Source: an optimization exercise on an open RTL-to-GDS flow (aim: small area and a short achievable clock period). Production flows keep margins and buffers that such runs may drop. RTL that was checked went through simulation tests only; none was proved equivalent to the original. Function not checked in runs 1 to 4 and 6: the RTL went through the layout flow alone. Power is estimated from default activity; no workload was simulated.

## flow/config.mk

```make
export PLATFORM = sky130hd
export DESIGN_NAME = FPadd
export DESIGN_NICKNAME = FPadd
export VERILOG_FILES = /design/flow/design.v
export SDC_FILE = /design/flow/constraint.sdc
export NUM_CORES = 4
export LEC_CHECK = 0
export CAP_MARGIN = 20
export CORE_MARGIN = 2
export CORE_UTILIZATION = 40
export CTS_BUF_LIST = sky130_fd_sc_hd__clkbuf_8
export SETUP_SLACK_MARGIN = 4.3
export SLEW_MARGIN = 20
```

## flow/constraint.sdc

```tcl
create_clock -name core_clock -period 7.0 [get_ports {clk}]
set_input_delay 1.4000 -clock core_clock [delete_from_list [all_inputs] [get_ports {clk}]]
set_output_delay 1.4000 -clock core_clock [all_outputs]
set_load 0.01 [all_outputs]
```

## flow/design.v

```verilog
module FPadd (
    input         ADD_SUB,
    input  [31:0] FP_A,
    input  [31:0] FP_B,
    input         clk,
    output reg [31:0] FP_Z
);
    integer i, l;
    wire [7:0]  eA = FP_A[30:23], eB = FP_B[30:23];
    wire        zA = ~|eA, zB = ~|eB;
    wire        ffA = &eA, ffB = &eB;
    wire        lowA = ~|eA[7:1], lowB = ~|eB[7:1];
    reg  [7:0]  elt, eeq;
    always @* begin
        elt = ~eA & eB;
        eeq = ~(eA ^ eB);
        for (l = 0; (1 << l) < 8; l = l + 1)
            for (i = 0; i < 8; i = i + 1)
                if (((i >> l) & 1) == 1) begin
                    elt[i] = elt[i] | (eeq[i] & elt[((i >> l) << l) - 1]);
                    eeq[i] = eeq[i] & eeq[((i >> l) << l) - 1];
                end
    end
    wire        dneg = elt[7] & ~lowB;
    wire        deq  = (eA == eB) | (lowA & lowB);
    wire [7:0]  dAB = eA - eB;
    wire [7:0]  dBA = eB - eA;
    wire        c   = zA ^ zB;
    wire [2:0]  hA = eA[7:5], hB = eB[7:5];
    wire        geAB = (eA[4:0] >= eB[4:0]), geBA = (eB[4:0] >= eA[4:0]);
    wire        h2AB = ({1'b0, hA} >= {1'b0, hB} + 4'd2), h2BA = ({1'b0, hB} >= {1'b0, hA} + 4'd2);
    wire        h1AB = ({1'b0, hA} == {1'b0, hB} + 4'd1), h1BA = ({1'b0, hB} == {1'b0, hA} + 4'd1);
    wire        zAB  = h2AB | (h1AB & geAB);
    wire        zBA  = h2BA | (h1BA & geBA);
    wire [23:0] mA = {~zA, FP_A[22:0]}, mB = {~zB, FP_B[22:0]};
    reg  [23:0] lt, eqv;
    always @* begin
        lt  = ~mA & mB;
        eqv = ~(mA ^ mB);
        for (l = 0; (1 << l) < 24; l = l + 1)
            for (i = 0; i < 24; i = i + 1)
                if (((i >> l) & 1) == 1) begin
                    lt[i]  = lt[i] | (eqv[i] & lt[((i >> l) << l) - 1]);
                    eqv[i] = eqv[i] & eqv[((i >> l) << l) - 1];
                end
    end
    wire        swp = dneg | (deq & lt[23]);
    wire        xB  = FP_B[31] ^ ~ADD_SUB;
    reg  [23:0] ma1, mb1;
    reg         sa1, sub1, c1, swp1, shz1, nan1;
    reg  [4:0]  sh1;
    reg  [7:0]  e1;
    always @(posedge clk) begin
        ma1   <= mA;
        mb1   <= mB;
        sa1   <= FP_A[31];
        sub1  <= FP_A[31] ^ xB;
        c1    <= c;
        swp1  <= swp;
        sh1   <= elt[7] ? dBA[4:0] : dAB[4:0];
        shz1  <= elt[7] ? zBA : zAB;
        e1    <= elt[7] ? eB : eA;
        nan1  <= (ffA & |FP_A[22:0]) | (ffB & |FP_B[22:0]) | (ffA & ffB & ~ADD_SUB);
    end
    wire [23:0] L0  = swp1 ? mb1 : ma1;
    wire [23:0] S0  = swp1 ? (ma1 ^ {24{sub1}}) : (mb1 ^ {24{sub1}});
    wire [4:0]  sh  = sh1 - {4'd0, c1};
    wire        shz = shz1;
    wire [57:0] sw  = {{31{sub1}}, S0, {3{sub1}}} >> sh;
    wire [26:0] sal = shz ? {27{sub1}} : sw[26:0];
    reg  [23:0] l2;
    reg  [26:0] s2al;
    reg  [7:0]  e2;
    reg         sl2, sub2, nan2;
    always @(posedge clk) begin
        l2    <= L0;
        s2al  <= sal;
        e2    <= e1;
        sl2   <= sa1 ^ (swp1 & sub1);
        sub2  <= sub1;
        nan2  <= nan1;
    end
    wire [27:0] xo = {1'b0, l2, 3'b000};
    wire [27:0] yo = {sub2, s2al};
    reg  [27:0] g, p;
    always @* begin
        g = xo & yo;
        p = xo ^ yo;
        g[0] = g[0] | (p[0] & sub2);
        for (l = 0; (1 << l) < 28; l = l + 1)
            for (i = 0; i < 28; i = i + 1)
                if (((i >> l) & 1) == 1) begin
                    g[i] = g[i] | (p[i] & g[((i >> l) << l) - 1]);
                    p[i] = p[i] & p[((i >> l) << l) - 1];
                end
    end
    wire [27:0] M = (xo ^ yo) ^ {g[26:0], sub2};
    reg  [27:0] m3;
    reg  [7:0]  e3;
    reg         sl3, sub3, nan3;
    always @(posedge clk) begin
        m3   <= {M[27:1], 1'b0};
        e3   <= e2;
        sl3  <= sl2;
        sub3 <= sub2;
        nan3 <= nan2;
    end
    wire [31:0] w = {1'b0, m3[26:0], 1'b1, 3'b000};
    reg  [15:0] v1;  reg [15:0] c1l;
    reg  [7:0]  v2;  reg [15:0] c2l;
    reg  [3:0]  v3;  reg [11:0] c3l;
    reg  [1:0]  v4;  reg [7:0]  c4l;
    reg  [4:0]  cnt1;
    always @* begin
        for (i = 0; i < 16; i = i + 1) begin
            v1[i]  = w[2*i+1] | w[2*i];
            c1l[i] = ~w[2*i+1];
        end
        for (i = 0; i < 8; i = i + 1) begin
            v2[i] = v1[2*i+1] | v1[2*i];
            c2l[2*i+:2] = v1[2*i+1] ? {1'b0, c1l[2*i+1]} : {1'b1, c1l[2*i]};
        end
        for (i = 0; i < 4; i = i + 1) begin
            v3[i] = v2[2*i+1] | v2[2*i];
            c3l[3*i+:3] = v2[2*i+1] ? {1'b0, c2l[2*(2*i+1)+:2]} : {1'b1, c2l[2*(2*i)+:2]};
        end
        for (i = 0; i < 2; i = i + 1) begin
            v4[i] = v3[2*i+1] | v3[2*i];
            c4l[4*i+:4] = v3[2*i+1] ? {1'b0, c3l[3*(2*i+1)+:3]} : {1'b1, c3l[3*(2*i)+:3]};
        end
        cnt1 = v4[1] ? {1'b0, c4l[7:4]} : {1'b1, c4l[3:0]};
    end
    reg  [26:0] msk;
    always @* begin
        for (i = 0; i <= 26; i = i + 1)
            msk[i] = ({1'b0, e3} >= 9'd26 - i);
    end
    wire        zero = ~|m3;
    wire        top  = m3[27] | m3[26];
    wire        isDN = ~top & (e3 == 8'd1);
    wire        keep = top | (e3 == 8'd0) | isDN;
    wire        dnrm = ~|(m3[26:0] & msk);
    reg  [27:0] m4;
    reg  [4:0]  k4;
    reg  [7:0]  e4;
    reg         ez4, s4, nan4, inf4;
    always @(posedge clk) begin
        m4    <= m3;
        k4    <= m3[27] ? 5'd0 : keep ? 5'd1 : dnrm ? e3[4:0] : cnt1;
        e4    <= e3 + 8'd1;
        ez4   <= isDN | (~keep & dnrm) | zero;
        s4    <= sl3 & ~(sub3 & zero);
        nan4  <= nan3;
        inf4  <= (e3 == 8'hFF);   
    end
    wire [28:0] ml = {m4, 1'b0} << k4;
    wire [7:0]  en = ez4 ? 8'd0 : (e4 - {3'b000, k4});
    reg  [24:0] sig5;
    reg  [7:0]  e5;
    reg         s5, nan5, inf5;
    always @(posedge clk) begin
        sig5  <= ml[28:4];
        e5    <= en;
        s5    <= s4;
        nan5  <= nan4;
        inf5  <= inf4;
    end
    reg  [24:0] a;
    always @* begin
        a = sig5;
        for (l = 0; (1 << l) < 25; l = l + 1)
            for (i = 0; i < 25; i = i + 1)
                if (((i >> l) & 1) == 1)
                    a[i] = a[i] & a[((i >> l) << l) - 1];
    end
    wire [22:0] frac = sig5[23:1] ^ a[22:0];
    wire        rc   = a[24];
    wire [7:0]  ez   = rc ? (e5 + 8'd1) : e5;
    wire        infz = inf5 | (ez == 8'hFF);
    always @(posedge clk) begin
        if (nan5)
            FP_Z <= {s5, 8'hFF, 23'h400000};
        else if (infz)
            FP_Z <= {s5, 8'hFF, 23'h000000};
        else
            FP_Z <= {s5, ez, frac};
    end
endmodule
```

## flow/flow/run.sh

```bash
#!/bin/bash
# The standard layout (standard.sh: the standard ORFS synthesis through
# finish, unchanged) with two differences in how the layout is made:
#  - the buffers that global placement puts on every input and output port
#    are buf_2 cells instead of the default pick (clkdlybuf4s50_1, a slow
#    clock-delay cell);
#  - clock tree synthesis inserts no dummy loads.
set -euo pipefail
cd "$(dirname "$0")/.."
export BUFFER_PORTS_ARGS="-buffer_cell sky130_fd_sc_hd__buf_2"
export CTS_ARGS="-sink_clustering_enable -repair_clock_nets -dont_use_dummy_load -buf_list sky130_fd_sc_hd__clkbuf_8 -sink_clustering_size 16 -sink_clustering_max_diameter 80"
bash standard.sh > standard.log 2>&1
```

## flow/standard.sh

```bash
#!/bin/bash
# synth_recipe.tcl (not shown) runs the flow's synth.tcl, then flattens the netlist and writes it again
# the make line also repeats each setting of config.mk as NAME=value (left out here)
make -C /OpenROAD-flow-scripts/flow DESIGN_CONFIG=/design/flow/config.mk WORK_HOME=/design/flow/orfs CLKGATE_MAP_FILE= SYNTH_SCRIPT=/design/flow/synth_recipe.tcl "${@:-finish}"
```

==> results.json, run 1 <==
{
  "viasPerCell": 5.242,
  "cts_htree_levels": 1,
  "mostFrequentLayoutCell": "dfxtp_1",
  "drtIter0Drc": 440,
  "maxSlewViolCount": 0,
  "grt_pass1_vias": 10275,
  "layout_common_cells": "dfxtp_1 (260), nand2_1 (123), nor2_1 (112)",
  "grt_pass1_wl_um": 53200,
  "clockBufferDepth": 3,
  "fmax_ghz": 0.3594,
  "rows": 67,
  "crit_type": "in -> reg",
  "grt_usage_pct": 18.31,
  "grt_max_degree": 54,
  "clock_skew_ns": 0.08094,
  "hold_violations": 0,
  "area_growth_pct": 14.02,
  "cp-end-kind": "flip-flop",
  "n_fill_cell": 3277,
  "ys_warn_count": 1,
  "ant_nets": 0,
  "antenna_found_initial": 0,
  "diodes": 0,
  "p_int_uw": 3582,
  "grt-ovfl-total": 0,
  "period_share_pct": 39.75,
  "synthArstFlopShare_pct": 0,
  "combPwrFrac_pct": 44.0,
  "cts.sinks": 279,
  "rsz0062_at_grt": "yes",
  "yosys_most_used_dff": "dfxtp_1",
  "synth_nets": 1614,
  "vdd_drop_max_uv": 176.5,
  "worstRegToRegCells": 10,
  "start_util_pct": 40.91,
  "ios": 98,
  "dp_hpwl_um": 25810,
  "ys_types": 72,
  "ys_seq_area_share_pct": 40.51,
  "numCtsBuffers": 22,
  "synth_edf_count": 0,
  "worst_pin_slew_ns": 0.7721,
  "die-area_um2": 35970,
  "place_inst": 1945,
  "hold_depth": 0,
  "cp.arrival_ns": 3.28,
  "portBuffers": 97,
  "p_per_area_nw_per_um2": 374.7,
  "p_leak_uw": 0.006848,
  "die_width_um": 189.7,
  "drt_first_pass_iters": 5,
  "p_switching_uw": 2309,
  "die_height_um": 189.7,
  "hold_class": "reg -> reg",
  "crit_path_start_kind": "input pin",
  "relSlewSlack_pct": 48.45,
  "drc": 0,
  "clk_latency_ns": 0.57,
  "cts_tree": "built",
  "final_cell_count_no_fill": 1997,
  "wl_per_cell_um": 16.87,
  "clk_pin_slew_worst_paths_ns": 0.10,
  "syn_inst": 1449,
  "ys_ff_latch": 279,
  "final_util_pct": 46.65,
  "setup_violations": 0,
  "drive_gt1_share_pct": 19.56,
  "cts-root-buf": "clkbuf_8",
  "wirelength_um": 33700,
  "pwr-share-seq_pct": 43.0,
  "synth.avg_cell_area_um2": 9.516,
  "drv_cap": 0,
  "swShare_pct": 39.20,
  "core_area_um2": 33700,
  "path_max_fanout": 7,
  "vias": 10469,
  "required_ns": 7.50,
  "layout.nets": 1716,
  "netlist_area_um2": 13790,
  "status": "finished clean",
  "rrSetupSlack_ns": 4.36,
  "finalCriticalPeriod_ns": 2.783,
  "tns_ns": 0,
  "pwr-share-clk_pct": 12.9,
  "place_congestion": 0.9304
}
## cell type report
type / count / area, µm² / area share, %
Tap cell: 448 / 560.5 / 3.565
Inverter: 82 / 315.3 / 2.006
Multi-Input combinational cell: 1031 / 8005 / 50.92
Timing Repair Buffer: 135 / 920.9 / 5.858
Sequential cell: 279 / 5617 / 35.73
Clock buffer: 22 / 302.8 / 1.926
## worst max-delay path: stages
cell     delay, ns
buf_4         0.15
ha_4          0.24
a21o_1        0.16
a21o_1        0.19
a21oi_2       0.17
o21ai_2       0.08
a221o_2       0.43
buf_4         0.16
mux2i_1       0.17
xnor2_1       0.13
## flip-flops by register name (all words and copies together) (netlist names), 24 cells and up
name and flops:
FP_Z 32, l2 24, m3 27, m4 27
ma1 24, mb1 24, s2al 27, sig5 25
## logic make-up (layout without fill, tap and decap cells)
logic type	count (synthesis)	count (layout)	synth area share [%]
xor gates and xnor gates	104	104	6.606
DFF	279	279	40.51
buffers and inverters	141	239	3.993
AOI/OAI and AO/OA	264	266	12.01
adders and majority gates	99	99	9.310
muxes	141	141	12.72
and+or+nand+nor	421	421	14.85
## cells in the mapped netlist, types with 16 or more instances
master	instances	area (µm²)
and2_1	18	112.6
nand2_1	125	469.2
clkbuf_1	37	138.9
nor4_1	16	100.1
nor2_1	112	420.4
a21o_1	17	127.6
xor2_1	41	359.1
nor2b_1	18	112.6
nand3_1	29	145.1
mux2i_1	83	830.8
xnor2_1	63	551.8
mux2_2	34	382.9
ha_1	93	1164
o21ai_0	79	395.4
dfxtp_1	279	5585
a21oi_1	77	385.4
mux4_2	24	540.5
nand4_1	18	112.6
inv_1	79	296.5
nor3_1	30	150.1
## power by group through the flow
stage / clock (µW) / sequential, µW / combinational (µW)
after detailed placement: 0 / 2550 / 2450
after global placement: 0 / 2540 / 2430
final: 761 / 2540 / 2590
after global routing: 855 / 2590 / 2900
after CTS: 800 / 2520 / 2520
after floorplan: 0 / 2440 / 1840
## path summary, 6_finish.rpt
kind / to / from
worst min register to register: e2[0]$_DFF_P_ / e1[0]$_DFF_P_
worst max register to register: FP_Z[5]$_SDFF_PP0_ / e5[0]$_SDFF_PP0_
worst max-delay path: sh1[3]$_DFF_P_ / FP_B[24]
worst min-delay path: e2[0]$_DFF_P_ / e1[0]$_DFF_P_
## routing by layer
metal	vias up	wire length, µm	GRT usage, %
met3	75	1366	2.084
met4	0	1162	6.410
met2	269	16530	33.31
met5	-	0	0
met1	4844	14640	22.34
li1	5281	-	-
## timing repair
action / CTS / global route
buffers inserted: 15 / 10
hold buffers: 0 / 0
setup endpoints to repair: 82 / 72
resized for setup: 41 / 68
pin swaps: 19 / 30
gates cloned: 2 / 3
## per-stage QoR
step	total power (µW)	cell area, µm²	worst slack, ns	hold WS (ns)
3_5_place_dp	5006	14700	3.203	0.3121
2_1_floorplan	4276	13830	3.918	0.3096
4_1_cts	5836	15280	4.226	0.3102
3_3_place_gp	4977	14700	3.208	0.3121
5_1_grt	6345	15720	4.163	0.2982
6_report	5891	15720	4.217	0.3211
==> run 2, diff against run 1 <==
--- a/flow/design.v
+++ b/flow/design.v
@@ -24,13 +24,4 @@
     wire        dneg = elt[7] & ~lowB;
     wire        deq  = (eA == eB) | (lowA & lowB);
-    wire [7:0]  dAB = eA - eB;
-    wire [7:0]  dBA = eB - eA;
-    wire        c   = zA ^ zB;
-    wire [2:0]  hA = eA[7:5], hB = eB[7:5];
-    wire        geAB = (eA[4:0] >= eB[4:0]), geBA = (eB[4:0] >= eA[4:0]);
-    wire        h2AB = ({1'b0, hA} >= {1'b0, hB} + 4'd2), h2BA = ({1'b0, hB} >= {1'b0, hA} + 4'd2);
-    wire        h1AB = ({1'b0, hA} == {1'b0, hB} + 4'd1), h1BA = ({1'b0, hB} == {1'b0, hA} + 4'd1);
-    wire        zAB  = h2AB | (h1AB & geAB);
-    wire        zBA  = h2BA | (h1BA & geBA);
     wire [23:0] mA = {~zA, FP_A[22:0]}, mB = {~zB, FP_B[22:0]};
     reg  [23:0] lt, eqv;
@@ -48,7 +39,6 @@
     wire        xB  = FP_B[31] ^ ~ADD_SUB;
     reg  [23:0] ma1, mb1;
-    reg         sa1, sub1, c1, swp1, shz1, nan1;
-    reg  [4:0]  sh1;
-    reg  [7:0]  e1;
+    reg  [7:0]  ea1, eb1;
+    reg         sa1, sub1, swp1, nan1;
     always @(posedge clk) begin
         ma1   <= mA;
@@ -56,15 +46,20 @@
         sa1   <= FP_A[31];
         sub1  <= FP_A[31] ^ xB;
-        c1    <= c;
         swp1  <= swp;
-        sh1   <= elt[7] ? dBA[4:0] : dAB[4:0];
-        shz1  <= elt[7] ? zBA : zAB;
-        e1    <= elt[7] ? eB : eA;
+        ea1   <= eA;
+        eb1   <= eB;
         nan1  <= (ffA & |FP_A[22:0]) | (ffB & |FP_B[22:0]) | (ffA & ffB & ~ADD_SUB);
     end
     wire [23:0] L0  = swp1 ? mb1 : ma1;
     wire [23:0] S0  = swp1 ? (ma1 ^ {24{sub1}}) : (mb1 ^ {24{sub1}});
-    wire [4:0]  sh  = sh1 - {4'd0, c1};
-    wire        shz = shz1;
+    wire        c    = ma1[23] ^ mb1[23];
+    wire [4:0]  dAB  = ea1[4:0] - eb1[4:0];
+    wire [4:0]  dBA  = eb1[4:0] - ea1[4:0];
+    wire [4:0]  sh   = (swp1 ? dBA : dAB) - {4'd0, c};
+    wire [2:0]  hA = ea1[7:5], hB = eb1[7:5];
+    wire        geAB = (ea1[4:0] >= eb1[4:0]), geBA = (eb1[4:0] >= ea1[4:0]);
+    wire        h2AB = ({1'b0, hA} >= {1'b0, hB} + 4'd2), h2BA = ({1'b0, hB} >= {1'b0, hA} + 4'd2);
+    wire        h1AB = ({1'b0, hA} == {1'b0, hB} + 4'd1), h1BA = ({1'b0, hB} == {1'b0, hA} + 4'd1);
+    wire        shz  = swp1 ? (h2BA | (h1BA & geBA)) : (h2AB | (h1AB & geAB));
     wire [57:0] sw  = {{31{sub1}}, S0, {3{sub1}}} >> sh;
     wire [26:0] sal = shz ? {27{sub1}} : sw[26:0];
@@ -76,5 +71,5 @@
         l2    <= L0;
         s2al  <= sal;
-        e2    <= e1;
+        e2    <= swp1 ? eb1 : ea1;
         sl2   <= sa1 ^ (swp1 & sub1);
         sub2  <= sub1;
==> run 2 against run 1 <==
Effect of this change: clock skew decreased by 0.011 ns; still clean; hold slack better by 0.0053 ns; design area is 2.7% higher; maximum frequency shrank 8.7%.
==> results.json, run 2 <==
{
  "clk_latency_ns": 0.58,
  "synth_edf_count": 0,
  "grt_usage_pct": 18.52,
  "vdd_drop_max_uv": 197.2,
  "drtIter0Drc": 607,
  "cts-root-buf": "clkbuf_8",
  "netlist_area_um2": 13830,
  "ys_types": 72,
  "hold_buffers": 0,
  "cts_tree": "built",
  "viasPerCell": 5.373,
  "p_leak_uw": 0.006887,
  "rows": 68,
  "rrSetupSlack_ns": 3.95,
  "hold_violations": 0,
  "vias": 10988,
  "required_ns": 7.48,
  "worstRegToRegCells": 15,
  "crit_path_start_kind": "flip-flop",
  "yosys.area.top_type": "dfxtp_1",
  "r2r_end": "s2al[10]$_DFF_P_",
  "path_max_fanout": 6,
  "cpMaxStageDelayCell": "fa_2",
  "relSlewSlack_pct": 36.58,
  "yosysMostFrequentCell": "dfxtp_1",
  "cp.arrival_ns": 3.53,
  "crit_family": "adder cells",
  "path_depth": 15,
  "area_growth_pct": 16.80,
  "dp_hpwl_um": 25460,
  "clock_skew_ns": 0.07036,
  "crit_type": "reg -> reg",
  "ys_ff_latch": 280,
  "finalInstanceArea_um2": 16150,
  "drc": 0,
  "clockBufferDepth": 3,
  "ys_seq_area_share_pct": 40.54,
  "die_height_um": 189.9,
  "worst_pin_slew_ns": 0.9477,
  "portBuffers": 97,
  "ys_warn_count": 1,
  "slowest_delay_ns": 0.54,
  "top_register": "FP_Z",
  "numCtsBuffers": 21,
  "clk_pin_slew_worst_paths_ns": 0.10,
  "largest_reg_flops": 32,
  "startpoint": "eb1[0]$_DFF_P_",
  "yosys-top-cells-area": "dfxtp_1 (41%), ha_1 (8.5%), mux2i_1 (5.1%)",
  "synthTopCellsByCount": "dfxtp_1 (280), nand2_1 (136), nor2_1 (98)",
  "syn_inst": 1482,
  "maxSlewViolCount": 0,
  "ios": 98,
  "path_cells": "inv_2, ha_4, inv_2, fa_2, mux2i_4, ha_4, clkinvlp_4, nor2_4, buf_12, buf_4, a22oi_2, nand2_2, mux2i_1, mux2_2, a221oi_1",
  "grt_pass1_vias": 10613,
  "die_width_um": 189.9,
  "finalCriticalPeriod_ns": 3.049,
  "cts.sinks": 280,
  "synth_top_area_share_pct": 40.54,
  "drv_cap": 0,
  "wl_per_cell_um": 16.70,
  "grt_max_degree": 70,
  "p_per_area_nw_per_um2": 383.1,
  "place_congestion": 0.8764,
  "cts_htree_levels": 1,
  "drive_gt1_share_pct": 23.08,
  "fmax_ghz": 0.3280,
  "wirelength_um": 34140,
  "rr_startpoint": "eb1[0]$_DFF_P_",
  "hold_class": "reg -> reg",
  "ant_nets": 0,
  "synth_nets": 1648,
  "setup_violations": 0,
  "die-area_um2": 36070,
  "drt_first_pass_iters": 5,
  "status": "finished clean",
  "synthArstFlopShare_pct": 0,
  "diodes": 0,
  "final_util_pct": 47.11,
  "tns_ns": 0,
  "mostFrequentLayoutCell": "dfxtp_1",
  "synth.avg_cell_area_um2": 9.331,
  "place_area_um2": 14870,
  "period_share_pct": 43.55,
  "yosys_most_used_dff": "dfxtp_1",
  "start_util_pct": 40.33,
  "path_buf_inv": 5,
  "layout_common_cells": "dfxtp_1 (268), nand2_1 (128), buf_2 (96)",
  "antenna_found_initial": 0,
  "cp-endpoint": "s2al[10]$_DFF_P_",
  "grt_pass1_wl_um": 54310,
  "rsz0062_at_grt": "yes",
  "grt-ovfl-total": 0,
  "layout.nets": 1758,
  "core_area_um2": 34290,
  "cp-end-kind": "flip-flop"
}
## run 2: cell types whose count changed after synthesis, moves of 11 or more
cell,before,now
mux2i_1,83,71
xor2_1,41,29
a22oi_1,2,40
nor2_1,112,98
nand2_1,125,136
clkbuf_1,37,53
mux4_2,24,13
## run 2: where the power goes
group          switching (µW)  internal (µW)  total (µW)
registers                 424           2130        2550
logic                    1570           1310        2890
clock network             478            270         747
total                    2480           3710        6190
## run 2: worst min-delay path by stage
stage                  startpoint                to  slack, ns  depth (start not counted)
CTS                 e2[1]$_DFF_P_     e3[1]$_DFF_P_       0.33                          0
finish              e2[1]$_DFF_P_     e3[1]$_DFF_P_       0.33                          0
global route           s5$_DFF_P_  FP_Z[31]$_DFF_P_       0.34                          0
detailed placement  e2[3]$_DFF_P_     e3[3]$_DFF_P_       0.31                          0
global placement     nan3$_DFF_P_      nan4$_DFF_P_       0.31                          0
floorplan              s5$_DFF_P_  FP_Z[31]$_DFF_P_       0.31                          0
## run 2: kinds of logic after synthesis
family                   count (synthesis)  share of synthesized area [%]
XOR/XNOR                                91                          5.764
AO/OA/AOI/OAI                          321                          14.81
adder cells (fa/ha/maj)                101                          9.446
buffers and inverters                  154                          4.406
AND/OR/NAND/NOR                        415                          14.85
flip-flops                             280                          40.54
multiplexers                           120                          10.19
## run 2: area by class of cell
| class | count | area [µm²] |
|---|---|---|
| multi-input cells | 1051 | 8263 |
| well taps | 455 | 569.3 |
| inverters | 87 | 341.6 |
| clock buffers | 21 | 289.0 |
| flip-flops and latches | 280 | 5635 |
| fillers | 3257 | 18140 |
| repair buffers | 151 | 1054 |
## run 2: per-layer routing
layer  part of all wire, %  routed length [µm]  track usage (%)  up-vias
met5                     0                   0                0        -
met4                   4.3                1453            7.364        0
met3                   4.5                1535            2.343       96
met2                    50               17040            33.93      326
met1                    41               14110            21.86     5089
li1                      -                   -                -     5477
## run 2: what timing repair did
item,in CTS,in global routing
setup buffers,27,17
endpoints found under the setup margin,68,58
cloned,4,2
pin swaps,23,34
resized for setup,86,57
## run 2: metrics by stage
step	total power, µW	setup WS (ns)	hold WS (ns)	std cells
after global placement	5136	3.247	0.3104	1974
after global routing	6651	3.862	0.3373	2045
after floorplan	4431	4.097	0.3096	1482
after detailed placement	5169	3.108	0.3121	1974
final	6188	3.951	0.3264	2045
after CTS	6107	4.026	0.3258	2026
==> run 3, diff against run 2 <==
--- a/flow/design.v
+++ b/flow/design.v
@@ -24,4 +24,13 @@
     wire        dneg = elt[7] & ~lowB;
     wire        deq  = (eA == eB) | (lowA & lowB);
+    wire [4:0]  dAB = eA[4:0] - eB[4:0];
+    wire        c   = zA ^ zB;
+    wire [2:0]  hA = eA[7:5], hB = eB[7:5];
+    wire        geAB = (eA[4:0] >= eB[4:0]), geBA = (eB[4:0] >= eA[4:0]);
+    wire        eqL  = (eA[4:0] == eB[4:0]);
+    wire        h2AB = ({1'b0, hA} >= {1'b0, hB} + 4'd2), h2BA = ({1'b0, hB} >= {1'b0, hA} + 4'd2);
+    wire        h1AB = ({1'b0, hA} == {1'b0, hB} + 4'd1), h1BA = ({1'b0, hB} == {1'b0, hA} + 4'd1);
+    wire        zAB  = h2AB | (h1AB & geAB & ~(c & eqL));
+    wire        zBA  = h2BA | (h1BA & geBA & ~(c & eqL));
     wire [23:0] mA = {~zA, FP_A[22:0]}, mB = {~zB, FP_B[22:0]};
     reg  [23:0] lt, eqv;
@@ -39,6 +48,7 @@
     wire        xB  = FP_B[31] ^ ~ADD_SUB;
     reg  [23:0] ma1, mb1;
-    reg  [7:0]  ea1, eb1;
-    reg         sa1, sub1, swp1, nan1;
+    reg         sa1, sub1, c1, swp1, zab1, zba1, nan1;
+    reg  [4:0]  dab1;
+    reg  [7:0]  e1;
     always @(posedge clk) begin
         ma1   <= mA;
@@ -46,20 +56,16 @@
         sa1   <= FP_A[31];
         sub1  <= FP_A[31] ^ xB;
+        c1    <= c;
         swp1  <= swp;
-        ea1   <= eA;
-        eb1   <= eB;
+        dab1  <= dAB[4:0];
+        zab1  <= zAB;
+        zba1  <= zBA;
+        e1    <= elt[7] ? eB : eA;
         nan1  <= (ffA & |FP_A[22:0]) | (ffB & |FP_B[22:0]) | (ffA & ffB & ~ADD_SUB);
     end
     wire [23:0] L0  = swp1 ? mb1 : ma1;
     wire [23:0] S0  = swp1 ? (ma1 ^ {24{sub1}}) : (mb1 ^ {24{sub1}});
-    wire        c    = ma1[23] ^ mb1[23];
-    wire [4:0]  dAB  = ea1[4:0] - eb1[4:0];
-    wire [4:0]  dBA  = eb1[4:0] - ea1[4:0];
-    wire [4:0]  sh   = (swp1 ? dBA : dAB) - {4'd0, c};
-    wire [2:0]  hA = ea1[7:5], hB = eb1[7:5];
-    wire        geAB = (ea1[4:0] >= eb1[4:0]), geBA = (eb1[4:0] >= ea1[4:0]);
-    wire        h2AB = ({1'b0, hA} >= {1'b0, hB} + 4'd2), h2BA = ({1'b0, hB} >= {1'b0, hA} + 4'd2);
-    wire        h1AB = ({1'b0, hA} == {1'b0, hB} + 4'd1), h1BA = ({1'b0, hB} == {1'b0, hA} + 4'd1);
-    wire        shz  = swp1 ? (h2BA | (h1BA & geBA)) : (h2AB | (h1AB & geAB));
+    wire [4:0]  sh  = swp1 ? (~dab1 + {4'd0, ~c1}) : (dab1 - {4'd0, c1});
+    wire        shz = swp1 ? zba1 : zab1;
     wire [57:0] sw  = {{31{sub1}}, S0, {3{sub1}}} >> sh;
     wire [26:0] sal = shz ? {27{sub1}} : sw[26:0];
@@ -71,5 +77,5 @@
         l2    <= L0;
         s2al  <= sal;
-        e2    <= swp1 ? eb1 : ea1;
+        e2    <= e1;
         sl2   <= sa1 ^ (swp1 & sub1);
         sub2  <= sub1;
==> run 3 against run 2 <==
Effect of this change: design area fell by 4.6%; power fell by 3.5%; cell count fell by 4.4%; combinational power fell by 6.9%; critical endpoint is now swp1$_DFF_P_; area after synthesis fell by 0.78%; clock power rose by 2%; routed wire length fell by 7.6%; clock-buffer cell count rose by 1; largest cell class unchanged; hold slack got worse by 0.011 ns; die area fell by 0.76%; sequential share of layout area rose by 1.6 points.
==> results.json, run 3 <==
{
  "status": "finished clean",
  "ys_warn_count": 1,
  "clk_pin_slew_worst_paths_ns": 0.09,
  "wirelength_um": 31540,
  "vias": 10155,
  "layout_common_cells": "dfxtp_1 (274), nand2_1 (112), nor2_1 (97)",
  "grt_pass1_wl_um": 50980,
  "rows": 67,
  "dp_slack_ns": 3.586,
  "clk_latency_ns": 0.57,
  "top_register": "FP_Z",
  "numCtsBuffers": 22,
  "yosysMostFrequentCell": "dfxtp_1",
  "maxSlewViolCount": 0,
  "hold_violations": 0,
  "grt_usage_pct": 17.49,
  "period_share_pct": 39.01,
  "synth_edf_count": 0,
  "drc": 0,
  "place_congestion": 0.9107,
  "portBuffers": 97,
  "layout.nets": 1674,
  "ys_seq_area_share_pct": 40.85,
  "largest_reg_flops": 32,
  "hold_class": "reg -> reg",
  "fmax_ghz": 0.3662,
  "syn_inst": 1419,
  "drv_cap": 0,
  "relSlewSlack_pct": 53.32,
  "antenna_found_initial": 0,
  "holdWs_ns": 0.3157,
  "path_max_fanout": 3,
  "wl_per_cell_um": 16.13,
  "ant_nets": 0,
  "crit_type": "in -> reg",
  "cp-end-kind": "flip-flop",
  "crit_path_start_kind": "input pin",
  "yosys_most_used_dff": "dfxtp_1",
  "synthTopCellsByCount": "dfxtp_1 (280), nand2_1 (114), nor2_1 (98)",
  "grt-ovfl-total": 0,
  "cts-root-buf": "clkbuf_8",
  "cts.sinks": 280,
  "finalInstanceArea_um2": 15410,
  "die_width_um": 189.2,
  "diodes": 0,
  "die-area_um2": 35800,
  "rsz0062_at_grt": "yes",
  "rrSetupSlack_ns": 4.38,
  "synth.avg_cell_area_um2": 9.669,
  "area_growth_pct": 12.30,
  "synth_nets": 1584,
  "layout_setup_ws_ns": 4.269,
  "vdd_drop_max_uv": 142.7,
  "hold_buffers": 0,
  "yosys.area.top_type": "dfxtp_1",
  "clock_skew_ns": 0.08510,
  "power.total_uw": 5974,
  "n_fill_cell": 3270,
  "p_per_area_nw_per_um2": 387.7,
  "cts_htree_levels": 1,
  "required_ns": 7.44,
  "synth_top_area_share_pct": 40.85,
  "tns_ns": 0,
  "ys_types": 61,
  "p_leak_uw": 0.006576,
  "place_area_um2": 14660,
  "drt_first_pass_iters": 5,
  "drive_gt1_share_pct": 19.18,
  "dp_hpwl_um": 24220,
  "start_util_pct": 40.82,
  "die_height_um": 189.2,
  "cts_tree": "built",
  "clockBufferDepth": 3,
  "grt_pass1_vias": 9922,
  "drtIter0Drc": 628,
  "synthArstFlopShare_pct": 0,
  "cp.arrival_ns": 3.17,
  "finalCriticalPeriod_ns": 2.731,
  "ios": 98,
  "mostFrequentLayoutCell": "dfxtp_1",
  "worst_pin_slew_ns": 0.7002,
  "ys_ff_latch": 280,
  "yosys-top-cells-area": "dfxtp_1 (41%), ha_1 (8.6%), mux2i_1 (5.9%)",
  "grt_max_degree": 61,
  "viasPerCell": 5.194,
  "core_area_um2": 33620,
  "netlist_area_um2": 13720,
  "setup_violations": 0
}
[run 3: cell types whose count changed after synthesis, sizes merged, moves of 10 or more]
cell	change
o21ai	-16
mux2i	+10
a221oi	-12
a22oi	-36
clkbuf	-20
buf	+10
mux4	+14
nand2	-22
[run 3: final timing paths]
check / from / endpoint / cells past startpoint
max: FP_A[5] / swp1$_DFF_P_ / 8
max reg2reg: sig5[0]$_SDFF_PP0_ / FP_Z[6]$_SDFF_PP0_ / 9
min: nan1$_DFF_P_ / nan2$_DFF_P_ / 0
min reg2reg: nan1$_DFF_P_ / nan2$_DFF_P_ / 0
[run 3: logic make-up after synthesis]
| group | Yosys count | synth area share (%) |
|---|---|---|
| AO/OA/AOI/OAI | 259 | 11.69 |
| flip-flops | 280 | 40.85 |
| buffers and inverters | 145 | 4.204 |
| adder cells (fa/ha/maj) | 102 | 9.520 |
| XOR/XNOR | 106 | 6.766 |
| AND/OR/NAND/NOR | 379 | 13.31 |
| multiplexers | 148 | 13.65 |
[run 3: through the flow]
step	instances	util [%]
floorplan	1419	-
global placement	1915	43.58
detailed placement	1915	43.60
CTS	1941	44.89
global route	1955	45.84
finish	1955	45.84
[run 3: critical path: stages]
cell       delay [ns]
buf_2            0.10
inv_1            0.04
ha_1             0.29
a2111oi_0        0.51
o21ai_2          0.15
a2111o_1         0.43
a31oi_1          0.19
nor2_1           0.05
[run 3: report_power, final]
group          total (µW)  leakage, µW  switching (µW)  internal (µW)
clock                 761     0.000158             480            282
sequential           2520      0.00236             393           2130
combinational        2690      0.00406            1460           1230
[run 3: layout make-up]
cell class	instances	area (µm²)	share of cell area (%)
clock buffers	22	302.8	1.965
well taps	448	560.5	3.638
inverters	88	344.1	2.233
repair buffers	120	701.9	4.555
multi-input cells	997	7884	51.17
flip-flops and latches	280	5615	36.44
[run 3: what timing repair did]
item | CTS | global route
endpoints found under the setup margin | 78 | 62
setup buffers | 3 | 12
pin swaps | 2 | 22
gates resized for setup | 28 | 52
hold endpoints to repair | 0 | 0
gates cloned | 1 | 2
[run 3: metal layers]
layer	up-vias	track usage [%]	wire, µm
met5	-	0	0
met4	0	4.417	732
met3	55	2.169	1203
met2	218	30.98	15140
met1	4715	22.51	14460
li1	5167	-	-
==> run 4, diff against run 3 <==
--- a/flow/design.v
+++ b/flow/design.v
@@ -11,16 +11,5 @@
     wire        ffA = &eA, ffB = &eB;
     wire        lowA = ~|eA[7:1], lowB = ~|eB[7:1];
-    reg  [7:0]  elt, eeq;
-    always @* begin
-        elt = ~eA & eB;
-        eeq = ~(eA ^ eB);
-        for (l = 0; (1 << l) < 8; l = l + 1)
-            for (i = 0; i < 8; i = i + 1)
-                if (((i >> l) & 1) == 1) begin
-                    elt[i] = elt[i] | (eeq[i] & elt[((i >> l) << l) - 1]);
-                    eeq[i] = eeq[i] & eeq[((i >> l) << l) - 1];
-                end
-    end
-    wire        dneg = elt[7] & ~lowB;
+    wire        dneg = (eA < eB) & ~lowB;
     wire        deq  = (eA == eB) | (lowA & lowB);
     wire [4:0]  dAB = eA[4:0] - eB[4:0];
@@ -61,5 +50,5 @@
         zab1  <= zAB;
         zba1  <= zBA;
-        e1    <= elt[7] ? eB : eA;
+        e1    <= (eA < eB) ? eB : eA;
         nan1  <= (ffA & |FP_A[22:0]) | (ffB & |FP_B[22:0]) | (ffA & ffB & ~ADD_SUB);
     end
==> run 4 against run 3 <==
Effect of this change: still clean on timing, DRC and antenna; core utilization barely moved; setup slack got worse by 0.045 ns; hold slack improved by 0.014 ns; maximum frequency fell by 1.6%; cell count fell by 1.1%; routed wire length fell by 2.6%; design area fell by 0.54%; die area fell by 1.0%; global-route usage fell by 0.36 points; critical endpoint is now e1[3]$_DFF_P_; largest cell class unchanged.
==> results.json, run 4 <==
{
  "place_inst": 1890,
  "drt_first_pass_iters": 5,
  "portBuffers": 97,
  "cts.sinks": 280,
  "grt_max_degree": 61,
  "numCtsBuffers": 22,
  "grt_pass1_wl_um": 49950,
  "largest_reg_flops": 32,
  "rows": 67,
  "yosys-top-cells-area": "dfxtp_1 (41%), ha_1 (8.1%), mux2i_1 (6.3%)",
  "drive_gt1_share_pct": 19.46,
  "yosysMostFrequentCell": "dfxtp_1",
  "die_width_um": 188.3,
  "cts_htree_levels": 1,
  "rsz0062_at_grt": "yes",
  "clk_pin_slew_worst_paths_ns": 0.10,
  "n_fill_cell": 3223,
  "status": "finished clean",
  "wirelength_um": 30730,
  "wl_per_cell_um": 15.90,
  "place_congestion": 0.8836,
  "path_max_fanout": 4,
  "fmax_ghz": 0.3603,
  "viasPerCell": 5.198,
  "synthTopCellsByCount": "dfxtp_1 (280), nor2_1 (115), nand2_1 (100)",
  "rrSetupSlack_ns": 4.38,
  "ios": 98,
  "synth.avg_cell_area_um2": 9.727,
  "ys_types": 63,
  "synth_edf_count": 0,
  "cp.arrival_ns": 3.22,
  "synth_top_area_share_pct": 41.28,
  "syn_inst": 1396,
  "grt_usage_pct": 17.13,
  "crit_path_start_kind": "input pin",
  "cp-end-kind": "flip-flop",
  "p_leak_uw": 0.006566,
  "synth_nets": 1555,
  "relSlewSlack_pct": 47.65,
  "period_share_pct": 39.65,
  "drtIter0Drc": 454,
  "grt_pass1_vias": 10008,
  "hold_start": "e2[0]$_DFF_P_",
  "dp_hpwl_um": 23810,
  "vdd_drop_max_uv": 138.5,
  "netlist_area_um2": 13580,
  "synthArstFlopShare_pct": 0,
  "antenna_found_initial": 0,
  "tns_ns": 0,
  "holdPathEnd": "e3[0]$_DFF_P_",
  "clk_latency_ns": 0.55,
  "diodes": 0,
  "setup_violations": 0,
  "finalCriticalPeriod_ns": 2.776,
  "cts-root-buf": "clkbuf_8",
  "ys_seq_area_share_pct": 41.28,
  "hold_depth": 0,
  "area_growth_pct": 12.85,
  "startpoint": "FP_A[23]",
  "top_register": "FP_Z",
  "r2r_end": "s2al[4]$_DFF_P_",
  "core_area_um2": 33450,
  "drv_cap": 0,
  "layout_common_cells": "dfxtp_1 (273), nor2_1 (113), nand2_1 (97)",
  "ant_nets": 0,
  "grt-ovfl-total": 0,
  "crit_type": "in -> reg",
  "worstRegToRegCells": 10,
  "clockBufferDepth": 3,
  "die_height_um": 188.3,
  "die-area_um2": 35440,
  "ys_ff_latch": 280,
  "ys_warn_count": 1,
  "clock_skew_ns": 0.04314,
  "maxSlewViolCount": 0,
  "layout.nets": 1646,
  "vias": 10048,
  "hold_class": "reg -> reg",
  "mostFrequentLayoutCell": "dfxtp_1",
  "yosys.area.top_type": "dfxtp_1",
  "final_cell_count_no_fill": 1933,
  "cts_tree": "built",
  "drc": 0,
  "worst_pin_slew_ns": 0.7842,
  "yosys_most_used_dff": "dfxtp_1",
  "rr_startpoint": "dab1[0]$_DFF_P_",
  "start_util_pct": 40.60,
  "required_ns": 7.45,
  "hold_violations": 0,
  "p_per_area_nw_per_um2": 389.9
}
## run 4: changes by cell type after synthesis, sizes merged, moves of 4 or more
| cell | previous run | this run |
|---|---|---|
| mux2i | 81 | 85 |
| nand2 | 114 | 100 |
| xor2 | 35 | 43 |
| a21oi | 77 | 68 |
| nor2 | 99 | 115 |
| nand4 | 16 | 22 |
| inv | 87 | 76 |
| o21ai | 67 | 58 |
| xnor2 | 71 | 64 |
| ha | 94 | 88 |
## run 4: worst max path at each step
stage | slack (ns) | cells after the start | to
after floorplan | 3.78 | 11 | e1[0]$_DFF_P_
after global placement | 3.41 | 11 | swp1$_DFF_P_
after detailed placement | 3.36 | 12 | e1[3]$_DFF_P_
after CTS | 4.27 | 11 | s2al[6]$_DFF_P_
after global routing | 4.16 | 13 | e1[3]$_DFF_P_
final | 4.22 | 13 | e1[3]$_DFF_P_
## run 4: per-layer routing
metal | global-route usage, % | wire length, µm
met1 | 20.65 | 13390
met2 | 31.63 | 15510
met3 | 2.123 | 984
met4 | 5.270 | 845
met5 | 0 | 0
## run 4: final cells by class
cell class                 instances  area [µm²]  share of cell area [%]
multi-input combinational        981        7751                   50.58
sequential                       280        5619                   36.67
timing repair buffer             125       787.0                   5.136
tap                              448       560.5                   3.658
inverter                          77       304.0                   1.984
clock buffer                      22       302.8                   1.976
## run 4: logic make-up after synthesis
kind of cell             synth area share [%]
AND/OR/NAND/NOR                         13.54
multiplexers                            14.23
flip-flops                              41.28
XOR/XNOR                                6.901
buffers and inverters                   3.944
adder cells (fa/ha/maj)                 8.919
AO/OA/AOI/OAI                           11.20
## run 4: where the power goes
part           internal, µW  switching [µW]  leakage (µW)
clock network           282             490      0.000158
logic                  1230            1460       0.00405
registers              2130             388       0.00236
## run 4: timing repair
item | in CTS | in global routing
pin swaps | 13 | 20
resized for setup | 41 | 48
buffers inserted | 7 | 12
hold buffers | 0 | 0
endpoints found under the setup margin | 73 | 73
gates cloned | 0 | 2
## run 4: worst max-delay path, cell delays in order
cell	delay (ns)
buf_12	0.09
inv_8	0.03
ha_4	0.15
fa_2	0.34
nor2b_1	0.13
o21ai_1	0.07
nand2b_1	0.10
a21o_1	0.13
a21o_1	0.12
nand2_2	0.06
a21oi_4	0.14
buf_6	0.15
mux2_4	0.29
## run 4: stage by stage
step	power, µW	area, µm²	util, %	setup WS, ns	hold slack (ns)
2_1_floorplan	4400	13630	-	3.778	0.3096
3_3_place_gp	5104	14520	43.40	3.415	0.3119
3_5_place_dp	5130	14520	43.40	3.361	0.3121
4_1_cts	5950	15020	44.89	4.271	0.3345
5_1_grt	6443	15320	45.82	4.159	0.3379
6_report	5975	15320	45.82	4.224	0.3295
==> run 5, diff against run 4 <==
--- a/flow/design.v
+++ b/flow/design.v
@@ -13,5 +13,6 @@
     wire        dneg = (eA < eB) & ~lowB;
     wire        deq  = (eA == eB) | (lowA & lowB);
-    wire [4:0]  dAB = eA[4:0] - eB[4:0];
+    wire [7:0]  dAB = eA - eB;
+    wire [7:0]  dBA = eB - eA;
     wire        c   = zA ^ zB;
     wire [2:0]  hA = eA[7:5], hB = eB[7:5];
@@ -38,5 +39,5 @@
     reg  [23:0] ma1, mb1;
     reg         sa1, sub1, c1, swp1, zab1, zba1, nan1;
-    reg  [4:0]  dab1;
+    reg  [4:0]  dab1, dba1;
     reg  [7:0]  e1;
     always @(posedge clk) begin
@@ -48,4 +49,5 @@
         swp1  <= swp;
         dab1  <= dAB[4:0];
+        dba1  <= dBA[4:0];
         zab1  <= zAB;
         zba1  <= zBA;
@@ -55,5 +57,5 @@
     wire [23:0] L0  = swp1 ? mb1 : ma1;
     wire [23:0] S0  = swp1 ? (ma1 ^ {24{sub1}}) : (mb1 ^ {24{sub1}});
-    wire [4:0]  sh  = swp1 ? (~dab1 + {4'd0, ~c1}) : (dab1 - {4'd0, c1});
+    wire [4:0]  sh  = (swp1 ? dba1 : dab1) - {4'd0, c1};
     wire        shz = swp1 ? zba1 : zab1;
     wire [57:0] sw  = {{31{sub1}}, S0, {3{sub1}}} >> sh;
--- a/flow/flow/run.sh
+++ b/flow/flow/run.sh
@@ -8,5 +8,5 @@
 set -euo pipefail
 cd "$(dirname "$0")/.."
-export BUFFER_PORTS_ARGS="-buffer_cell sky130_fd_sc_hd__buf_2"
+export BUFFER_PORTS_ARGS="-buffer_cell sky130_fd_sc_hd__buf_1"
 export CTS_ARGS="-sink_clustering_enable -repair_clock_nets -dont_use_dummy_load -buf_list sky130_fd_sc_hd__clkbuf_8 -sink_clustering_size 16 -sink_clustering_max_diameter 80"
 bash standard.sh > standard.log 2>&1
==> run 5 against run 4 <==
Effect of this change: clock power fell by 1%; non-clock buffer count up 7; maximum frequency rose by 5.0%; hold slack worse by 0.0068 ns; sequential share of layout area down 0.26 points; register-to-register slack gained 0.04 ns; area after synthesis grew 1.8%; via count rose by 0.96%; critical path depth shrank 6; die area up 1.7%; core utilization is 0.13 points lower; design area increased by 2.2%; largest cell class unchanged.
==> results.json, run 5 <==
{
  "ys_ff_latch": 284,
  "cp.arrival_ns": 3.08,
  "hold_buffers": 0,
  "core_area_um2": 34290,
  "hold_violations": 0,
  "ios": 98,
  "tns_ns": 0,
  "p_leak_uw": 0.006543,
  "crit_path_start_kind": "input pin",
  "clk_pin_slew_worst_paths_ns": 0.10,
  "combPwrFrac_pct": 43.4,
  "portBuffers": 97,
  "yosys-top-cells-area": "dfxtp_1 (41%), ha_1 (8.3%), mux2i_1 (5.9%)",
  "synth_top_area_share_pct": 41.14,
  "synthArstFlopShare_pct": 0,
  "rsz0062_at_grt": "yes",
  "crit_type": "in -> reg",
  "cts_tree": "built",
  "ant_nets": 0,
  "synth.avg_cell_area_um2": 9.879,
  "status": "finished clean",
  "grt_pass1_wl_um": 50630,
  "cts-root-buf": "clkbuf_8",
  "top_register": "FP_Z",
  "cp_common_cell": "ha_1",
  "area_growth_pct": 13.34,
  "place_congestion": 0.9225,
  "drt_first_pass_iters": 5,
  "setup_violations": 0,
  "grt_max_degree": 33,
  "required_ns": 7.44,
  "path_max_fanout": 6,
  "drtIter0Drc": 467,
  "p_int_uw": 3593,
  "ys_types": 68,
  "fmax_ghz": 0.3783,
  "clock_skew_ns": 0.08535,
  "layout_setup_ws_ns": 4.356,
  "grt-ovfl-total": 0,
  "layout.nets": 1661,
  "die_height_um": 189.9,
  "layout_common_cells": "dfxtp_1 (276), nor2_1 (116), nand2_1 (93)",
  "swShare_pct": 38.56,
  "period_share_pct": 37.77,
  "ys_warn_count": 1,
  "numCtsBuffers": 22,
  "hold_class": "reg -> reg",
  "rrSetupSlack_ns": 4.42,
  "pwr-share-clk_pct": 13.1,
  "wirelength_um": 31910,
  "path_cells": "buf_1, inv_1, ha_1, and3_1, ha_1, o21bai_1, o32ai_1",
  "cp-end-kind": "flip-flop",
  "p_per_area_nw_per_um2": 373.3,
  "dp_hpwl_um": 24200,
  "rows": 68,
  "clk_latency_ns": 0.56,
  "grt_usage_pct": 17.32,
  "p_switching_uw": 2254,
  "vias": 10144,
  "netlist_area_um2": 13820,
  "synthTopCellsByCount": "dfxtp_1 (284), nor2_1 (118), nand2_1 (93)",
  "finalCriticalPeriod_ns": 2.644,
  "relSlewSlack_pct": 53.99,
  "maxSlewViolCount": 0,
  "die-area_um2": 36050,
  "viasPerCell": 5.202,
  "cts.sinks": 284,
  "syn_inst": 1399,
  "dp_slack_ns": 3.446,
  "synth_edf_count": 0,
  "drc": 0,
  "yosysMostFrequentCell": "dfxtp_1",
  "holdWs_ns": 0.3226,
  "die_width_um": 189.9,
  "worst_pin_slew_ns": 0.6892,
  "finalInstanceArea_um2": 15670,
  "cts_htree_levels": 1,
  "largest_reg_flops": 32,
  "final_util_pct": 45.69,
  "synth_nets": 1563,
  "antenna_found_initial": 0,
  "vdd_drop_max_uv": 139.5,
  "cpMaxStageDelayCell": "ha_1",
  "pwr-share-seq_pct": 43.5,
  "diodes": 0,
  "start_util_pct": 40.31,
  "ys_seq_area_share_pct": 41.14,
  "drv_cap": 0,
  "mostFrequentLayoutCell": "dfxtp_1",
  "yosys.area.top_type": "dfxtp_1",
  "grt_pass1_vias": 9864,
  "drive_gt1_share_pct": 14.58,
  "slowest_delay_ns": 0.37,
  "clockBufferDepth": 3,
  "yosys_most_used_dff": "dfxtp_1",
  "wl_per_cell_um": 16.36,
  "place_area_um2": 14620
}
==> run 5: through the flow <==
stage,instances,power (µW)
after floorplan,1399,4279
after global placement,1900,4929
after detailed placement,1900,4949
after CTS,1929,5791
after global routing,1950,6292
final,1950,5847
==> run 5: kinds of logic after synthesis <==
family / Yosys count / synth area share, %
AND/OR/NAND/NOR: 379 / 13.31
adder cells (fa/ha/maj): 99 / 9.270
multiplexers: 150 / 14.25
buffers and inverters: 144 / 4.074
AO/OA/AOI/OAI: 241 / 11.50
XOR/XNOR: 102 / 6.464
flip-flops: 284 / 41.14
==> run 5: final timing paths <==
kind,start,to,cells past startpoint
hold / removal,e2[0]$_DFF_P_,e3[0]$_DFF_P_,0
setup / recovery,FP_A[29],zba1$_DFF_P_,7
setup reg to reg,swp1$_DFF_P_,s2al[0]$_DFF_P_,10
hold reg to reg,e2[0]$_DFF_P_,e3[0]$_DFF_P_,0
==> run 5: power by group through the flow <==
stage	clock network, µW	registers, µW	logic [µW]
after detailed placement	0	2570	2370
after CTS	795	2540	2460
after global placement	0	2560	2370
final	764	2550	2540
after global routing	851	2610	2830
after floorplan	0	2470	1800
==> run 5: per-layer routing <==
layer	track usage [%]	vias up	share of wire (%)
met5	0	-	0
met4	6.291	0	3.3
met3	1.955	68	3.9
met2	30.52	258	49
met1	21.84	4699	44
li1	-	5119	-
==> run 5: area by class of cell <==
class                           instances  area, µm²
Clock buffer                           22      302.8
Timing Repair Buffer                  132      767.0
Fill cell                            3280      18620
Sequential cell                       284       5703
Tap cell                              455      569.3
Multi-Input combinational cell        973       7983
Inverter                               84      340.3
==> run 5: what timing repair did <==
| action | CTS | global route |
|---|---|---|
| cloned | 2 | 3 |
| setup endpoints to repair | 86 | 75 |
| buffers inserted | 5 | 18 |
| gates resized for setup | 40 | 75 |
| pin swaps | 5 | 27 |
==> run 5: critical path: cells and delay by family <==
kind,cells,cell delay [ns]
AND/OR/NAND/NOR,1,0.17
AO/OA/AOI/OAI,2,0.49
buffers and inverters,2,0.42
adder cells (fa/ha/maj),2,0.60
==> run 6, diff against run 5 <==
--- a/flow/design.v
+++ b/flow/design.v
@@ -10,24 +10,30 @@
     wire        zA = ~|eA, zB = ~|eB;
     wire        ffA = &eA, ffB = &eB;
-    wire        lowA = ~|eA[7:1], lowB = ~|eB[7:1];
-    wire        dneg = (eA < eB) & ~lowB;
-    wire        deq  = (eA == eB) | (lowA & lowB);
-    wire [7:0]  dAB = eA - eB;
-    wire [7:0]  dBA = eB - eA;
+    reg  [7:0]  elt, eeq;
+    always @* begin
+        elt = ~eA & eB;
+        eeq = ~(eA ^ eB);
+        for (l = 0; (1 << l) < 8; l = l + 1)
+            for (i = 0; i < 8; i = i + 1)
+                if (((i >> l) & 1) == 1) begin
+                    elt[i] = elt[i] | (eeq[i] & elt[((i >> l) << l) - 1]);
+                    eeq[i] = eeq[i] & eeq[((i >> l) << l) - 1];
+                end
+    end
+    wire [4:0]  dAB = eA[4:0] - eB[4:0];
     wire        c   = zA ^ zB;
     wire [2:0]  hA = eA[7:5], hB = eB[7:5];
     wire        geAB = (eA[4:0] >= eB[4:0]), geBA = (eB[4:0] >= eA[4:0]);
-    wire        eqL  = (eA[4:0] == eB[4:0]);
     wire        h2AB = ({1'b0, hA} >= {1'b0, hB} + 4'd2), h2BA = ({1'b0, hB} >= {1'b0, hA} + 4'd2);
     wire        h1AB = ({1'b0, hA} == {1'b0, hB} + 4'd1), h1BA = ({1'b0, hB} == {1'b0, hA} + 4'd1);
-    wire        zAB  = h2AB | (h1AB & geAB & ~(c & eqL));
-    wire        zBA  = h2BA | (h1BA & geBA & ~(c & eqL));
+    wire        zAB  = h2AB | (h1AB & geAB);
+    wire        zBA  = h2BA | (h1BA & geBA);
     wire [23:0] mA = {~zA, FP_A[22:0]}, mB = {~zB, FP_B[22:0]};
-    reg  [23:0] lt, eqv;
+    reg  [30:0] lt, eqv;
     always @* begin
-        lt  = ~mA & mB;
-        eqv = ~(mA ^ mB);
-        for (l = 0; (1 << l) < 24; l = l + 1)
-            for (i = 0; i < 24; i = i + 1)
+        lt  = ~FP_A[30:0] & FP_B[30:0];
+        eqv = ~(FP_A[30:0] ^ FP_B[30:0]);
+        for (l = 0; (1 << l) < 31; l = l + 1)
+            for (i = 0; i < 31; i = i + 1)
                 if (((i >> l) & 1) == 1) begin
                     lt[i]  = lt[i] | (eqv[i] & lt[((i >> l) << l) - 1]);
@@ -35,9 +41,9 @@
                 end
     end
-    wire        swp = dneg | (deq & lt[23]);
+    wire        swp = lt[30];
     wire        xB  = FP_B[31] ^ ~ADD_SUB;
     reg  [23:0] ma1, mb1;
     reg         sa1, sub1, c1, swp1, zab1, zba1, nan1;
-    reg  [4:0]  dab1, dba1;
+    reg  [4:0]  dab1;
     reg  [7:0]  e1;
     always @(posedge clk) begin
@@ -49,13 +55,12 @@
         swp1  <= swp;
         dab1  <= dAB[4:0];
-        dba1  <= dBA[4:0];
         zab1  <= zAB;
         zba1  <= zBA;
-        e1    <= (eA < eB) ? eB : eA;
+        e1    <= elt[7] ? eB : eA;
         nan1  <= (ffA & |FP_A[22:0]) | (ffB & |FP_B[22:0]) | (ffA & ffB & ~ADD_SUB);
     end
     wire [23:0] L0  = swp1 ? mb1 : ma1;
     wire [23:0] S0  = swp1 ? (ma1 ^ {24{sub1}}) : (mb1 ^ {24{sub1}});
-    wire [4:0]  sh  = (swp1 ? dba1 : dab1) - {4'd0, c1};
+    wire [4:0]  sh  = swp1 ? (~dab1 + {4'd0, ~c1}) : (dab1 - {4'd0, c1});
     wire        shz = swp1 ? zba1 : zab1;
     wire [57:0] sw  = {{31{sub1}}, S0, {3{sub1}}} >> sh;
--- a/flow/flow/run.sh
+++ b/flow/flow/run.sh
@@ -8,5 +8,5 @@
 set -euo pipefail
 cd "$(dirname "$0")/.."
-export BUFFER_PORTS_ARGS="-buffer_cell sky130_fd_sc_hd__buf_1"
+export BUFFER_PORTS_ARGS="-buffer_cell sky130_fd_sc_hd__buf_2"
 export CTS_ARGS="-sink_clustering_enable -repair_clock_nets -dont_use_dummy_load -buf_list sky130_fd_sc_hd__clkbuf_8 -sink_clustering_size 16 -sink_clustering_max_diameter 80"
 bash standard.sh > standard.log 2>&1
==> run 6 against run 5 <==
Effect of this change: still clean on timing, DRC and antenna; global-route usage hardly changed; first-iteration DRC count is 17% higher; clock skew is 0.011 ns higher; die area is 0.44% lower; synthesized cell count is 2.2% higher; non-clock buffer count is 7 lower; clock power hardly changed; cell count is 1.2% higher; design area is 0.14% higher.
==> results.json, run 6 <==
{
  "holdWs_ns": 0.2937,
  "top_register": "FP_Z",
  "layout.nets": 1690,
  "numCtsBuffers": 22,
  "finalInstanceArea_um2": 15690,
  "finalCriticalPeriod_ns": 2.654,
  "synth.avg_cell_area_um2": 9.621,
  "r2r_end": "s2al[1]$_DFF_P_",
  "antenna_found_initial": 0,
  "vias": 10301,
  "ys_warn_count": 1,
  "clockBufferDepth": 3,
  "drive_gt1_share_pct": 20.51,
  "portBuffers": 97,
  "largest_reg_flops": 32,
  "multi_input_area_um2": 8123,
  "worst_pin_slew_ns": 1.298,
  "path_cells": "inv_2, ha_1, ha_1, nor2_4, nor2_4, buf_12, buf_12, mux2i_4, xnor2_2, mux2_4, nor2_1, a211oi_1, a211o_1",
  "netlist_area_um2": 13760,
  "ys_seq_area_share_pct": 40.74,
  "path_buf_inv": 3,
  "rr_startpoint": "dab1[0]$_DFF_P_",
  "layout_common_cells": "dfxtp_1 (272), nand2_1 (121), nor2_1 (100)",
  "n_fill_cell": 3236,
  "cp-endpoint": "s2al[1]$_DFF_P_",
  "seqCellArea_um2": 5618,
  "dp_hpwl_um": 24220,
  "grt_pass1_wl_um": 51020,
  "grt_max_degree": 62,
  "synth_nets": 1592,
  "setup_violations": 0,
  "ant_nets": 0,
  "p_per_area_nw_per_um2": 390.4,
  "ys_ff_latch": 280,
  "synthTopCellsByCount": "dfxtp_1 (280), nand2_1 (121), nor2_1 (109)",
  "cpMaxStageDelayCell": "dfxtp_2",
  "p_leak_uw": 0.006627,
  "clk_latency_ns": 0.57,
  "period_share_pct": 37.92,
  "final_cell_count_no_fill": 1974,
  "yosys_most_used_dff": "dfxtp_1",
  "clk_pin_slew_worst_paths_ns": 0.10,
  "worstRegToRegCells": 13,
  "vdd_drop_max_uv": 159.2,
  "power.total_uw": 6125,
  "yosys.area.top_type": "dfxtp_1",
  "place_inst": 1929,
  "required_ns": 7.41,
  "grt-ovfl-total": 0,
  "cts_htree_levels": 1,
  "crit_family": "adder cells",
  "die_height_um": 189.5,
  "drc": 0,
  "rrSetupSlack_ns": 4.35,
  "die_width_um": 189.5,
  "path_depth": 13,
  "ys_types": 68,
  "cts-root-buf": "clkbuf_8",
  "grt_pass1_vias": 10094,
  "wl_per_cell_um": 16.03,
  "mostFrequentLayoutCell": "dfxtp_1",
  "rows": 67,
  "crit_type": "reg -> reg",
  "startpoint": "dab1[0]$_DFF_P_",
  "tns_ns": 0,
  "crit_path_start_kind": "flip-flop",
  "core_area_um2": 33700,
  "wirelength_um": 31640,
  "yosys-top-cells-area": "dfxtp_1 (41%), ha_1 (8.3%), mux2i_1 (5.7%)",
  "place_area_um2": 14730,
  "slowest_delay_ns": 0.34,
  "viasPerCell": 5.218,
  "drt_first_pass_iters": 5,
  "hold_violations": 0,
  "cp.arrival_ns": 3.07,
  "cts.sinks": 280,
  "syn_inst": 1430,
  "start_util_pct": 40.83,
  "path_max_fanout": 7,
  "yosysMostFrequentCell": "dfxtp_1",
  "cp-end-kind": "flip-flop",
  "diodes": 0,
  "status": "finished clean",
  "synth_edf_count": 0,
  "grt_usage_pct": 17.29,
  "synth_top_area_share_pct": 40.74,
  "clock_skew_ns": 0.09627,
  "maxSlewViolCount": 0,
  "cts_tree": "built",
  "ios": 98,
  "relSlewSlack_pct": 13.14,
  "rsz0062_at_grt": "yes",
  "fmax_ghz": 0.3768,
  "area_growth_pct": 14.01,
  "place_congestion": 0.9570,
  "hold_class": "reg -> reg",
  "drv_cap": 0,
  "die-area_um2": 35900,
  "drtIter0Drc": 546,
  "synthArstFlopShare_pct": 0
}
[run 6: cell types whose count changed after synthesis, sizes merged, moves of 7 or more]
cell,delta
mux2,+7
mux4,-8
nand2,+29
nor2,-8
o21ai,+11
xnor2,+9
[run 6: area by class of cell]
class	instances	area share [%]
Timing Repair Buffer	125	4.858
Multi-Input combinational cell	1016	51.78
Sequential cell	280	35.81
Clock buffer	22	1.930
Inverter	83	2.042
Tap cell	448	3.573
[run 6: worst min path at each step]
stage                       start               end  slack [ns]  cells past startpoint
global placement       s5$_DFF_P_  FP_Z[31]$_DFF_P_        0.31                      0
CTS                 e1[1]$_DFF_P_     e2[1]$_DFF_P_        0.29                      0
finish              e1[1]$_DFF_P_     e2[1]$_DFF_P_        0.29                      0
detailed placement  e2[0]$_DFF_P_     e3[0]$_DFF_P_        0.31                      0
global route        e1[1]$_DFF_P_     e2[1]$_DFF_P_        0.29                      0
floorplan              s5$_DFF_P_  FP_Z[31]$_DFF_P_        0.31                      0
[run 6: kinds of logic after synthesis]
logic type                 count (synthesis)  synth area share [%]
adders and majority gates                 97                 9.076
and+or+nand+nor                          411                 14.46
xor gates and xnor gates                 105                 6.684
muxes                                    146                 13.36
buffers and inverters                    137                 3.992
AOI/OAI and AO/OA                        254                 11.69
DFF                                      280                 40.74
[run 6: what timing repair did]
action                                  CTS  global route
setup buffers                             2            17
pin swaps                                 2            17
cloned                                    0             4
resized for setup                        30            72
endpoints found under the setup margin   67            49
endpoints found under the hold margin     0             0
hold buffers                              0             0
[run 6: per-stage QoR]
stage	util, %	setup WS [ns]
2_1_floorplan	-	4.183
3_3_place_gp	43.71	3.632
3_5_place_dp	43.71	3.603
4_1_cts	45.08	4.240
5_1_grt	46.55	4.276
6_report	46.55	4.346
[run 6: worst reg2reg max path: cells and delay by family (launching register included)]
kind	cells	cell delay [ns]
flip-flops	1	0.34
buffers and inverters	3	0.34
AND/OR/NAND/NOR	3	0.31
XOR/XNOR	1	0.15
multiplexers	2	0.51
AO/OA/AOI/OAI	2	0.35
adder cells (fa/ha/maj)	2	0.50
[run 6: report_power, final]
group          total (µW)  switching (µW)  leakage, µW  internal, µW
sequential           2550             418      0.00236          2130
combinational        2810            1520      0.00411          1290
clock                 764             483     0.000158           282
total                6120            2420      0.00663          3710
[run 6: per-layer routing]
metal | up-vias | global-route usage [%] | part of all wire, %
met3 | 57 | 1.983 | 3.7
met5 | - | 0 | 0
met1 | 4789 | 22.26 | 45
met4 | 0 | 4.532 | 2.3
met2 | 226 | 30.70 | 49
li1 | 5229 | - | -

port drivers added, routing unchanged:
Ports are ideal in the flow. The routed layouts listed here were re-timed in OpenROAD.
Step 1 assumes that a clkbuf_16 drives the clock port and a buf_2 every other input.
Step 2 moves the port delays by t, midway between the first and last clock arrival at a register: inputs arrive t later, outputs are due t later. That takes back most of the time a late clock gives input paths.
Three values: ideal ports, drivers, drivers and shift; two values: the first two.
| run | t (ns) | setup slack, ns | hold WS [ns] | worst data-port slew with drivers (ns) |
|---|---|---|---|---|
| run 1 | 0.578 | 4.217 / 4.218 / 3.641 | 0.321 / 0.321 / 0.321 | 0.05 |
| run 2 | 0.588 | 3.951 / 3.951 / 3.762 | 0.326 / 0.326 / 0.326 | 0.03 |
| run 3 | 0.573 | 4.269 / 4.294 / 3.722 | 0.316 / 0.316 / 0.316 | 0.04 |
| run 4 | 0.579 | 4.224 / 4.216 / 3.637 | 0.329 / 0.329 / 0.329 | 0.06 |
| run 5 | 0.569 | 4.356 / 4.365 / 3.796 | 0.323 / 0.323 / 0.323 | 0.05 |
| run 6 | 0.564 | 4.346 / 4.346 / 3.860 | 0.294 / 0.294 / 0.294 | 0.04 |
After both steps every run listed still meets setup and hold. For run 4, which loses most, drivers alone change the setup slack by -0.008 ns; drivers and shift together by -0.587 ns.
